From an optimization exercise on the open Yosys and OpenROAD flow, aimed at small area; shortcuts taken in it are not production practice. The RTL was checked by simulation tests, not by an equivalence proof against the original design. Power is estimated from default activity; no workload was simulated.

File: flow/flow/run.sh
#!/bin/bash
# Own layout flow: the standard ORFS flow (standard synthesis unchanged) with
#  - a clock tree of clkbuf_16 sink buffers on larger clusters and no dummy loads,
#  - the port buffers made with buf_1 instead of the default cell.
set -euo pipefail
cd "$(dirname "$0")/.."
CTS="-sink_clustering_enable -repair_clock_nets -buf_list sky130_fd_sc_hd__clkbuf_16"
CTS="$CTS -sink_clustering_size ${CTS_SIZE:-28} -sink_clustering_max_diameter ${CTS_DIAM:-120} -dont_use_dummy_load"
bash standard.sh "CTS_ARGS=$CTS" "BUFFER_PORTS_ARGS=-buffer_cell sky130_fd_sc_hd__buf_1" finish > standard_flow.log 2>&1
test -f out/final.def
File: flow/standard.sh
#!/bin/bash
# synth_recipe.tcl (not shown) runs the flow's synth.tcl, then flattens the netlist and writes it again
# the make line also repeats each setting of config.mk as NAME=value (left out here)
make -C /OpenROAD-flow-scripts/flow DESIGN_CONFIG=/design/flow/config.mk WORK_HOME=/design/flow/orfs CLKGATE_MAP_FILE= SYNTH_SCRIPT=/design/flow/synth_recipe.tcl "${@:-finish}"
File: flow/config.mk
export PLATFORM = sky130hd
export DESIGN_NAME = cic_filter
export DESIGN_NICKNAME = cic_filter
export VERILOG_FILES = /design/flow/design.v
export SDC_FILE = /design/flow/constraint.sdc
export NUM_CORES = 4
export LEC_CHECK = 0
export CAP_MARGIN = 20
export CORE_MARGIN = 2
export CORE_UTILIZATION = 40
export SLEW_MARGIN = 20
File: flow/constraint.sdc
create_clock -name core_clock -period 6.0 [get_ports {i_clk}]
set_input_delay 1.2000 -clock core_clock [delete_from_list [all_inputs] [get_ports {i_clk}]]
set_output_delay 1.2000 -clock core_clock [all_outputs]
set_load 0.01 [all_outputs]
File: flow/design.v
`timescale 1ns / 1ps
`default_nettype none
module cic_filter# (
parameter INPUT_DATA_WIDTH = 16,
parameter DECIMATION_RATIO_R = 2048,
parameter NUMBER_OF_STAGES_N = 5,
parameter OUTPUT_DATA_WIDTH = 32
)(
    input wire i_clk,
    input wire i_resetn,
    input wire signed [INPUT_DATA_WIDTH - 1 : 0] i_data,
    output wire o_clk,
    output reg signed [OUTPUT_DATA_WIDTH - 1 : 0] o_data
);
localparam W  = 71;      
localparam SW = 12;      
localparam NS = 6;       
localparam QL = 260;     
reg [10:0] r_cnt;
always @(posedge i_clk or negedge i_resetn) begin
    if (~i_resetn) r_cnt <= 11'd0;
    else           r_cnt <= r_cnt + 11'd1;
end
assign o_clk = r_cnt[10];
reg r_ready;
always @(posedge i_clk or negedge i_resetn) begin
    if (~i_resetn) r_ready <= 1'b0;
    else           r_ready <= r_ready | r_cnt[9];
end
wire [NS-1:0] w_dump;
genvar gs;
generate
    for (gs = 0; gs < NS; gs = gs + 1) begin : DUMP
        assign w_dump[gs] = (r_cnt == 11'd1022 + gs);
    end
endgenerate
reg [3:0]    r_xd1;           
reg [NS-1:2] r_sgn;           
always @(posedge i_clk or negedge i_resetn) begin
    if (~i_resetn) begin
        r_xd1 <= 4'd0;
        r_sgn <= 0;
    end else begin
        r_xd1 <= i_data[15:12];
        r_sgn <= {r_sgn[NS-2:2], r_xd1[3]};
    end
end
reg  [5*W-1:0] r_int;
reg  [5*NS-1:0] r_cy;         
wire [5*W-1:0] w_sum;
wire [5*W-1:0] w_co;
genvar gi, gb;
generate
    for (gi = 0; gi < 5; gi = gi + 1) begin : INT
        for (gb = 0; gb < W; gb = gb + 1) begin : BIT
            wire a, b, ci;
            if (gi == 4)
                assign a = r_int[W*gi + gb] & ~w_dump[gb / SW];
            else
                assign a = r_int[W*gi + gb];
            if (gi == 0) begin
                if (gb < SW)        assign b = i_data[gb];
                else if (gb < 16)   assign b = r_xd1[gb - 12];
                else if (gb < 2*SW) assign b = r_xd1[3];
                else                assign b = r_sgn[gb / SW];
            end else begin
                assign b = r_int[W*(gi-1) + gb];
            end
            if (gb == 0)
                assign ci = 1'b0;
            else if (gb % SW == 0)
                assign ci = ~r_cy[NS*gi + gb / SW];
            else
                assign ci = w_co[W*gi + gb - 1];
            assign w_sum[W*gi + gb] = a ^ b ^ ci;
            assign w_co[W*gi + gb]  = (a & b) | (a & ci) | (b & ci);
        end
    end
endgenerate
integer ii, ss;
always @(posedge i_clk or negedge i_resetn) begin
    if (~i_resetn) begin
        r_int <= 0;
        r_cy  <= {5*NS{1'b1}};
    end else begin
        r_int <= w_sum;
        for (ii = 0; ii < 5; ii = ii + 1)
            for (ss = 1; ss < NS; ss = ss + 1)
                r_cy[NS*ii + ss] <= ~w_co[W*ii + SW*ss - 1];
    end
end
localparam CL = W - NS + 1;   
reg  [QL-1:0] r_q;
reg  [CL-1:0] w_cap_nxt;
wire w_qin;
integer pp, s2;
always @* begin
    for (pp = 0; pp < CL; pp = pp + 1) begin
        w_cap_nxt[pp] = r_q[pp+1];
        for (s2 = 0; s2 < NS; s2 = s2 + 1)
            if (((pp + s2) / SW == s2) && (pp + s2 < W))
                w_cap_nxt[pp] = w_cap_nxt[pp] | (w_dump[s2] & r_int[W*4 + pp + s2]);
    end
end
always @(posedge i_clk)
    r_q <= {w_qin, r_q[QL-1:CL+1], w_cap_nxt};
wire w_first = (r_cnt == 11'd1023);
wire w_lo    = (r_cnt >= 11'd1023) && (r_cnt <= 11'd1086);
wire w_hi    = (r_cnt >= 11'd1087) && (r_cnt <= 11'd1093);
wire w_qwr   = (r_cnt >= 11'd1062) && (r_cnt <= 11'd1093);
reg [63:0] r_la [0:3];
reg [7:0]  r_lb [0:3];
reg [3:0]  r_br;              
wire [4:0] w_n;               
wire [3:0] w_s;
wire [3:0] w_bo;
assign w_n[0] = r_q[0];
genvar gj;
generate
    for (gj = 0; gj < 4; gj = gj + 1) begin : COMB
        assign w_s[gj] = w_hi ? r_lb[gj][0] : r_la[gj][0];
        wire nb = ~w_s[gj];
        wire ci = w_first | r_br[gj];
        assign w_n[gj+1] = w_n[gj] ^ nb ^ ci;
        assign w_bo[gj]  = (w_n[gj] & nb) | (w_n[gj] & ci) | (nb & ci);
        always @(posedge i_clk) begin
            r_br[gj]  <= w_bo[gj];
            r_la[gj]  <= {w_lo ? w_n[gj] : (r_ready & r_la[gj][0]), r_la[gj][63:1]};
            r_lb[gj]  <= {w_hi ? w_n[gj] : (r_ready & r_lb[gj][0]), r_lb[gj][7:1]};
        end
    end
endgenerate
wire w_qclr = ~r_ready
            | ((r_cnt >= 11'd1023) && (r_cnt <= 11'd1061))    
            | ((r_cnt >= 11'd215)  && (r_cnt <= 11'd246));    
assign w_qin = w_qwr ? w_n[4] : (~w_qclr & r_q[0]);
always @(posedge i_clk or negedge i_resetn) begin
    if (~i_resetn)
        o_data <= 0;
    else if (r_cnt == 11'd2047)
        o_data <= r_q[246:215];
end
endmodule
==> impl_metrics.csv, run 1 <==
group,metric,value,unit
setup_path,crit_required,6.46,ns
logic_synthesis,yosysSeqAreaShare,69.7,%
setup_path,crit_type,"register to register",
timing,finalWorstSetupSlack,0.168,ns
timing,setup_tns,0,ns
detailed_routing,first_iter_violations,662,
layout,num_antenna_cells,0,
placement,globalplace.congestion,0.769,
floorplanning,start_util,40.5,%
timing,skew,0.0750,ns
setup_path,crit_buf_inv,2,
logic_synthesis,syn-instance-count,1704,
floorplanning,die_y,284,µm
pwr,ir_worst_vdd,0.200,mV
timing,worst_slew_pin_slew,1.03,ns
setup_path,crit_slowest_cell,"or4b_4",
pwr,p_clk_share,17.7,%
floorplanning,ios,51,
global_route,grt_pass1_wl,70000,µm
global_route,grt_util_all_layers,10.4,%
timing,setup_viol,0,
logic_synthesis,synthesis.area_per_instance,18.4,µm²
logic_synthesis,synth_cell_types,47,
setup_path,worstPathArrival,6.29,ns
setup_path,start_kind,"register",
floorplanning,die_area,80800,µm²
placement,io_buffers,50,
logic_synthesis,synth_area_leaders,"dfxtp_1, dfrtp_1, fa_1, dfstp_2, a21o_1",
placement,dp_hpwl,25600,µm
clock_tree,cts_hold_buf,0,
setup_path,crit_chain,"or4b_4 -> nor3b_4 -> buf_6 -> nand2_1 -> nand2_1 -> fa_1 -> inv_1 -> fa_1 -> fa_2 -> fa_1 -> fa_1 -> fa_2 -> fa_2 -> fa_2 -> fa_2 -> fa_2 -> fa_2 -> fa_1",
pwr,power_frac_seq,55.9,%
pwr,intPower,0.0119,W
clock_tree,cts_sinks,984,
logic_synthesis,synthFlopType,"dfxtp_1",
clock_tree,clkLatencyLatePin,0.59,ns
global_route,gr-total-overflow,0,
clock_tree,max-clock-path-buffers,3,
logic_synthesis,syn_area,31400,µm²
timing,period_share,97.2,%
layout,multi_input_area,9280,µm²
global_route,grt_max_degree,165,
detailed_routing,vias_per_cell,4.20,
floorplanning,core,77600,µm²
clock_tree,clkTransAtPathRegs,0.10,ns
detailed_routing,first_pass_iters,5,
floorplanning,die_x,284,µm
global_route,grt_pass1_vias,13600,
layout,final_layout_size_suffix_gt1_share,9.61,%
pwr,pwr_density_cell,506,nW/µm²
logic_synthesis,synthesis.nets,2080,
timing,min_period,5.83,ns
timing,drv_slew,0,
pwr,p_leak,14.5,nW
flow_run,cap_viol_max_count,0,
logic_synthesis,synth_edf_count,0,
pwr,swShare,31.2,%
setup_path,crit_top_cell,"fa_2",
floorplanning,rows,102,
detailed_routing,wire_per_inst,13.4,µm
detailed_routing,wl,37900,µm
setup_path,cp_top_family,"adder cells",
logic_synthesis,synth_seq_cells,984,
layout,fill_cells,6806,
layout,final_common_cell,"dfxtp_1",
detailed_routing,via_count,11900,
placement,place_ws,-0.133,ns
layout,final_nets,2178,
timing,slew_headroom,31.3,%
detailed_routing,drc,0,
layout,areaGrowthSynthToFinish,8.88,%
worst_hold_path,hp-class,"register to register",
clock_tree,htreeDepth,2,
pwr,comb_power_share,26.4,%
timing,fmax,171,MHz
clock_tree,root_buffer,"clkbuf_16",
clock_tree,tritoncts,"built",
layout,ff_latch_area,21900,µm²
layout,final_cell_mix,"dfxtp_1, dfrtp_1, fa_1",
logic_synthesis,yosys_warnings,3,
logic_synthesis,yosys.area.top_type_share,35.2,%
timing,rsz0062_at_grt,"true",
global_route,antenna_found_initial,0,
setup_path,critPathMaxFanout,7,
logic_synthesis,async_flop_share,43.9,%
logic_synthesis,yosys.area.top_type,"dfxtp_1",
setup_path,endpoint_kind,"register",
timing,hold_violations,0,
pwr,p_sw,0.00539,W
detailed_routing,ant_nets,0,
setup_path,slowest_delay,0.56,ns
clock_tree,cts_made_buffers,41,
status,outcome,"finished clean",
==> what timing repair did <==
item | in CTS | in global routing
setup endpoints to repair | 2 | 11
gates resized for setup | 3 | 16
gates cloned | 1 | 0
buffers inserted | 0 | 2
pin swaps | 1 | 3
==> registers in the layout (all words and copies together), names as in the netlist <==
register and count:
r_q 260, r_cnt 11, o_data 32, r_ready 1, r_sgn 4, r_br 4
r_la 256, r_int 355, r_lb 32, r_xd1 4, r_cy 25
==> power by group through the flow <==
stage | Sequential (W) | Clock, W | Combinational [W]
after floorplan | 0.00956 | 0 | 0.00355
after global placement | 0.00988 | 0 | 0.00431
after detailed placement | 0.00990 | 0 | 0.00476
after CTS | 0.00977 | 0.00323 | 0.00479
after global routing | 0.0100 | 0.00346 | 0.00585
final | 0.00967 | 0.00307 | 0.00457
==> Yosys cell counts (9+ instances only) <==
cell	count
fa_1	349
inv_1	67
dfstp_2	25
dfrtp_1	407
xnor2_1	16
nor2_1	9
nand2_1	18
a21o_1	62
and2_1	59
dfxtp_1	552
nor2b_1	11
ha_1	9
mux2_2	36
==> per-layer routing <==
| metal | share of wire, % | global-route usage [%] | wire [µm] | up-vias |
|---|---|---|---|---|
| met5 | 0 | 0 | 0 | - |
| met4 | 2.3 | 2.76 | 872 | 0 |
| met3 | 3.0 | 1.95 | 1130 | 66 |
| met2 | 46 | 15.7 | 17300 | 93 |
| met1 | 49 | 15.5 | 18700 | 6292 |
| li1 | - | - | - | 5491 |
==> cell families after synthesis <==
logic type,synth area share (%)
compound gates,2.02
xor+xnor,0.530
fa+ha+maj,22.6
buf+inv,1.22
flops,69.7
mux,1.55
simple gates,2.38
==> per-stage QoR <==
stage | util [%] | hold WS [ns] | power (W) | instance area (µm²) | instances
after global routing | 44.1 | 0.320 | 0.0193 | 34200 | 2840
after floorplan | - | 0.310 | 0.0131 | 31500 | 1704
final | 44.1 | 0.304 | 0.0173 | 34200 | 2840
after global placement | 42.6 | 0.311 | 0.0142 | 33100 | 2796
after detailed placement | 42.6 | 0.312 | 0.0147 | 33100 | 2796
after CTS | 44.0 | 0.304 | 0.0178 | 34100 | 2838
==> worst paths after layout <==
path | startpoint | to | slack (ns) | cells past startpoint
min in group asynchronous | i_resetn | r_int[20] | 0.63 | 1
min reg2reg | r_lb[3][7] | r_lb[3][6] | 0.30 | 0
max in group asynchronous | i_resetn | o_data[5] | 4.01 | 2
max reg2reg | r_cnt[9] | r_int[331] | 0.17 | 18
min | r_lb[3][7] | r_lb[3][6] | 0.30 | 0
max | r_cnt[9] | r_int[331] | 0.17 | 18
==> final cells by class <==
| type | instances | share of cell area [%] |
|---|---|---|
| Timing Repair Buffer | 78 | 1.30 |
| Tap cell | 1040 | 3.81 |
| Multi-Input combinational cell | 630 | 27.1 |
| Clock buffer | 41 | 3.00 |
| Sequential cell | 984 | 64.0 |
| Inverter | 67 | 0.735 |
==> run 2, diff against run 1 <==
--- a/flow/design.v
+++ b/flow/design.v
@@ -13,63 +13,77 @@
     output reg signed [OUTPUT_DATA_WIDTH - 1 : 0] o_data
 );
 localparam W  = 71;      
-localparam SW = 12;      
+localparam S0 = 11;      
+localparam SW = 12;
 localparam NS = 6;       
 localparam QL = 260;     
+function integer slc;
+    input integer b;
+    slc = (b < S0) ? 0 : 1 + (b - S0) / SW;
+endfunction
+function integer slo;
+    input integer s;
+    slo = (s == 0) ? 0 : S0 + (s - 1) * SW;
+endfunction
 reg [10:0] r_cnt;
 always @(posedge i_clk or negedge i_resetn) begin
     if (~i_resetn) r_cnt <= 11'd0;
     else           r_cnt <= r_cnt + 11'd1;
 end
 assign o_clk = r_cnt[10];
-reg r_ready;
+reg r_ready, r_run;
 always @(posedge i_clk or negedge i_resetn) begin
-    if (~i_resetn) r_ready <= 1'b0;
-    else           r_ready <= r_ready | r_cnt[9];
+    if (~i_resetn) begin
+        r_ready <= 1'b0;
+        r_run   <= 1'b0;
+    end else begin
+        r_ready <= r_ready | r_cnt[9];
+        r_run   <= 1'b1;
+    end
 end
-wire [NS-1:0] w_dump;
-genvar gs;
-generate
-    for (gs = 0; gs < NS; gs = gs + 1) begin : DUMP
-        assign w_dump[gs] = (r_cnt == 11'd1022 + gs);
-    end
-endgenerate
-reg [3:0]    r_xd1;           
+reg [NS-1:0] r_dump;
+always @(posedge i_clk)
+    r_dump <= {r_dump[NS-2:0], r_cnt == 11'd1021};
+localparam XH = 16 - S0;      
+reg [XH-1:0] r_xd1;           
 reg [NS-1:2] r_sgn;           
 always @(posedge i_clk or negedge i_resetn) begin
     if (~i_resetn) begin
-        r_xd1 <= 4'd0;
+        r_xd1 <= 0;
         r_sgn <= 0;
     end else begin
-        r_xd1 <= i_data[15:12];
-        r_sgn <= {r_sgn[NS-2:2], r_xd1[3]};
+        r_xd1 <= i_data[15:S0];
+        r_sgn <= {r_sgn[NS-2:2], r_xd1[XH-1]};
     end
 end
-reg  [5*W-1:0] r_int;
-reg  [5*NS-1:0] r_cy;         
+reg  [4*W-1:0] r_int;
+reg  [W-1:0]   r_b5;
+reg  [5*NS-1:0] r_cyn;        
+wire [5*W-1:0] w_acc = {r_b5, r_int};
 wire [5*W-1:0] w_sum;
 wire [5*W-1:0] w_co;
+wire [NS-1:0]  w_keep = ~r_dump & {NS{r_run}};
 genvar gi, gb;
 generate
     for (gi = 0; gi < 5; gi = gi + 1) begin : INT
         for (gb = 0; gb < W; gb = gb + 1) begin : BIT
             wire a, b, ci;
             if (gi == 4)
-                assign a = r_int[W*gi + gb] & ~w_dump[gb / SW];
+                assign a = w_acc[W*gi + gb] & w_keep[slc(gb)];
             else
-                assign a = r_int[W*gi + gb];
+                assign a = w_acc[W*gi + gb];
             if (gi == 0) begin
-                if (gb < SW)        assign b = i_data[gb];
-                else if (gb < 16)   assign b = r_xd1[gb - 12];
-                else if (gb < 2*SW) assign b = r_xd1[3];
-                else                assign b = r_sgn[gb / SW];
+                if (gb < S0)        assign b = i_data[gb];
+                else if (gb < 16)   assign b = r_xd1[gb - S0];
+                else if (slc(gb) == 1) assign b = r_xd1[XH-1];
+                else                assign b = r_sgn[slc(gb)];
             end else begin
-                assign b = r_int[W*(gi-1) + gb];
+                assign b = w_acc[W*(gi-1) + gb];
             end
             if (gb == 0)
                 assign ci = 1'b0;
-            else if (gb % SW == 0)
-                assign ci = ~r_cy[NS*gi + gb / SW];
+            else if (gb == slo(slc(gb)))
+                assign ci = ~r_cyn[NS*gi + slc(gb)];
             else
                 assign ci = w_co[W*gi + gb - 1];
             assign w_sum[W*gi + gb] = a ^ b ^ ci;
@@ -81,14 +95,16 @@
 always @(posedge i_clk or negedge i_resetn) begin
     if (~i_resetn) begin
         r_int <= 0;
-        r_cy  <= {5*NS{1'b1}};
+        r_cyn <= {5*NS{1'b1}};
     end else begin
-        r_int <= w_sum;
+        r_int <= w_sum[4*W-1:0];
         for (ii = 0; ii < 5; ii = ii + 1)
             for (ss = 1; ss < NS; ss = ss + 1)
-                r_cy[NS*ii + ss] <= ~w_co[W*ii + SW*ss - 1];
+                r_cyn[NS*ii + ss] <= ~w_co[W*ii + slo(ss) - 1];
     end
 end
+always @(posedge i_clk)
+    r_b5 <= w_sum[5*W-1:4*W];
 localparam CL = W - NS + 1;   
 reg  [QL-1:0] r_q;
 reg  [CL-1:0] w_cap_nxt;
@@ -98,8 +114,8 @@
     for (pp = 0; pp < CL; pp = pp + 1) begin
         w_cap_nxt[pp] = r_q[pp+1];
         for (s2 = 0; s2 < NS; s2 = s2 + 1)
-            if (((pp + s2) / SW == s2) && (pp + s2 < W))
-                w_cap_nxt[pp] = w_cap_nxt[pp] | (w_dump[s2] & r_int[W*4 + pp + s2]);
+            if ((slc(pp + s2) == s2) && (pp + s2 < W))
+                w_cap_nxt[pp] = w_cap_nxt[pp] | (r_dump[s2] & r_b5[pp + s2]);
     end
 end
 always @(posedge i_clk)
==> impl_metrics.csv, run 2 <==
group,metric,value,unit
status,outcome,"finished clean",
floorplanning,die_area,80200,µm²
layout,layoutNonFillerInstCount,2832,
logic_synthesis,synthFlopType,"dfxtp_1",
clock_tree,postCtsSetupRepairBufs,0,
pwr,ir_worst_vdd,0.246,mV
logic_synthesis,synth_area_leaders,"dfxtp_1, dfrtp_1, fa_1, dfstp_2, a21o_1",
layout,final_layout_size_suffix_gt1_share,6.03,%
logic_synthesis,yosysSeqAreaShare,69.6,%
setup_path,crit_top_cell,"fa_1",
layout,areaGrowthSynthToFinish,8.21,%
clock_tree,cts_resized,0,
placement,dp.cells,2790,
layout,final_cell_mix,"dfxtp_1, fa_1, dfrtp_1",
setup_path,endpoint_kind,"register",
setup_path,crit_buf_inv,1,
logic_synthesis,yosys_warnings,3,
setup_path,worstPathArrival,6.08,ns
timing,worst_slew_pin_slew,0.828,ns
logic_synthesis,syn_area,31200,µm²
global_route,grt_pass1_vias,13500,
setup_path,critPathMaxFanout,12,
setup_path,rr_startpoint,"r_run",
timing,hold_violations,0,
logic_synthesis,synth_seq_cells,992,
worst_hold_path,hp-start,"r_la[2][15]",
global_route,antenna_found_initial,1,
setup_path,reg2reg_depth,15,
clock_tree,htreeDepth,2,
flow_run,cap_viol_max_count,0,
clock_tree,cts_hold_buf,0,
setup_path,slowest_delay,0.49,ns
logic_synthesis,synth_edf_count,0,
clock_tree,cts_sinks,992,
clock_tree,max-clock-path-buffers,3,
logic_synthesis,async_flop_share,36.6,%
placement,place_ws,0.244,ns
setup_path,start_kind,"register",
detailed_routing,wl,37200,µm
timing,setup_viol,0,
detailed_routing,first_iter_violations,518,
layout,num_antenna_cells,0,
setup_path,cp_top_family,"adder cells",
logic_synthesis,synthesis.nets,2082,
floorplanning,ios,51,
timing,skew,0.0618,ns
placement,dp_hpwl,24800,µm
placement,io_buffers,50,
logic_synthesis,yosysMostFrequentCell,"dfxtp_1",
pwr,pwr_density_cell,500,nW/µm²
detailed_routing,vias_per_cell,4.14,
layout,final_util,43.6,%
setup_path,r2r_end,"r_b5[46]",
global_route,grt_max_degree,160,
layout,top_register,"r_int",
detailed_routing,via_count,11700,
timing,slew_headroom,44.8,%
timing,finalWorstSetupSlack,0.391,ns
setup_path,rrSetupSlack,0.39,ns
timing,setup_tns,0,ns
clock_tree,clkTransAtPathRegs,0.09,ns
detailed_routing,wire_per_inst,13.1,µm
placement,globalplace.congestion,0.726,
pwr,finalPower,0.0169,W
floorplanning,die_y,283,µm
layout,top_regs,"r_int: 284 flops, r_q: 260 flops, r_la: 256 flops",
clock_tree,root_buffer,"clkbuf_16",
layout,final_nets,2169,
logic_synthesis,yosys.area.top_type,"dfxtp_1",
floorplanning,start_util,40.3,%
floorplanning,rows,102,
setup_path,crit_slowest_cell,"dfrtp_1",
clock_tree,tritoncts,"built",
global_route,gr-total-overflow,0,
clock_tree,clkLatencyLatePin,0.61,ns
pwr,p_leak,14.5,nW
detailed_routing,first_pass_iters,4,
timing,fmax,178,MHz
worst_hold_path,min_to,"r_la[2][14]",
detailed_routing,ant_nets,0,
timing,rsz0062_at_grt,"false",
layout,final_common_cell,"dfxtp_1",
timing,drv_slew,0,
logic_synthesis,yosys.area.top_type_share,40.4,%
global_route,grt_pass1_wl,69400,µm
setup_path,crit_chain,"nor2b_1 -> nand2_1 -> fa_1 -> inv_1 -> fa_1 -> fa_1 -> fa_1 -> fa_1 -> fa_1 -> fa_1 -> fa_1 -> fa_1 -> fa_1 -> fa_1 -> fa_1",
logic_synthesis,synth_cell_types,45,
timing,min_period,5.61,ns
floorplanning,die_x,283,µm
global_route,grt_util_all_layers,10.3,%
logic_synthesis,synth.top_cells.by_count,"dfxtp_1, fa_1, dfrtp_1, inv_1, and2_1",
layout,largest_reg_flops,284,
detailed_routing,drc,0,
worst_hold_path,hp-class,"register to register",
setup_path,crit_type,"register to register",
worst_hold_path,worst_hold_path.num_cells,0,
clock_tree,cts_made_buffers,41,
logic_synthesis,synthesis.area_per_instance,18.3,µm²
logic_synthesis,syn-instance-count,1707,
setup_path,crit_required,6.47,ns
timing,period_share,93.5,%
floorplanning,core,77300,µm²
## run 2: routing by layer
metal	part of all wire, %	vias up	track usage, %
li1	-	5445	-
met1	50	6094	15.7
met2	44	127	15.1
met3	3.9	62	1.88
met4	2.1	0	3.02
met5	0	-	0
## run 2: final cells by class
cell class	count	area (µm²)
clock buffers	41	1030
flip-flops and latches	992	21700
inverters	73	274
multi-input cells	621	9110
well taps	1040	1300
repair buffers	65	329
fillers	6811	43600
## run 2: power breakdown
part           internal, W  switching, W  leakage, nW  total, W
registers          0.00833       0.00130         9.38   0.00962
logic              0.00214       0.00202         4.59   0.00417
clock network      0.00123       0.00183        0.505   0.00306
## run 2: cell families (layout without fill, tap and decap cells)
family	Yosys count	count (layout)	synth area share, %
multiplexers	44	44	1.61
buffers and inverters	94	179	1.18
AND/OR/NAND/NOR	117	117	2.22
other	1	1	0.0120
flip-flops	992	992	69.6
adder cells (fa/ha/maj)	357	357	22.7
AO/OA/AOI/OAI	83	83	2.11
XOR/XNOR	19	19	0.534
## run 2: through the flow
stage	cell area, µm²	hold WS [ns]
2_1_floorplan	31200	0.310
3_3_place_gp	32700	0.311
3_5_place_dp	32700	0.312
4_1_cts	33700	0.265
5_1_grt	33700	0.276
6_report	33700	0.282
## run 2: how the worst max path moves through the flow
stage,startpoint,end,slack (ns),cells after the start
2_1_floorplan,r_sgn[2],r_int[34],0.52,12
3_3_place_gp,i_data[0],r_int[10],0.27,12
3_5_place_dp,i_data[0],r_int[10],0.24,12
4_1_cts,r_run,r_b5[22],0.31,15
5_1_grt,r_run,r_b5[58],0.12,15
6_report,r_run,r_b5[46],0.39,15

[static timing again, ports no longer ideal]
No port has a modelled driver above. Below, the same layouts with a new extraction and two added sets of constraints.
Step 1 (the two cells are an assumption about what drives the block):
set clk [get_ports {i_clk}]
set_driving_cell -lib_cell sky130_fd_sc_hd__clkbuf_16 $clk
set_driving_cell -lib_cell sky130_fd_sc_hd__buf_2 [delete_from_list [all_inputs] $clk]
Step 2 times the ports against the registers' clock, not the clock port: input delays grow and output delays shrink by t, the midpoint of the rising clock arrivals with the driver on.
Three values: ideal, step 1, step 2; two values: the first two.
| run | t (ns) | slack for setup (ns) | hold slack, ns | worst setup path at the end | cell pins on the clock port's net |
|---|---|---|---|---|---|
| run 1 | 0.618 | 0.168 / 0.168 / 0.048 | 0.304 / 0.304 / 0.304 | input to register | 1 |
| run 2 | 0.619 | 0.391 / 0.391 / 0.296 | 0.282 / 0.282 / 0.282 | input to register | 1 |
After both steps setup and hold are still met in every run listed. For run 1, which loses most, drivers alone change the setup slack by 0.000 ns; drivers and shift together by -0.120 ns.
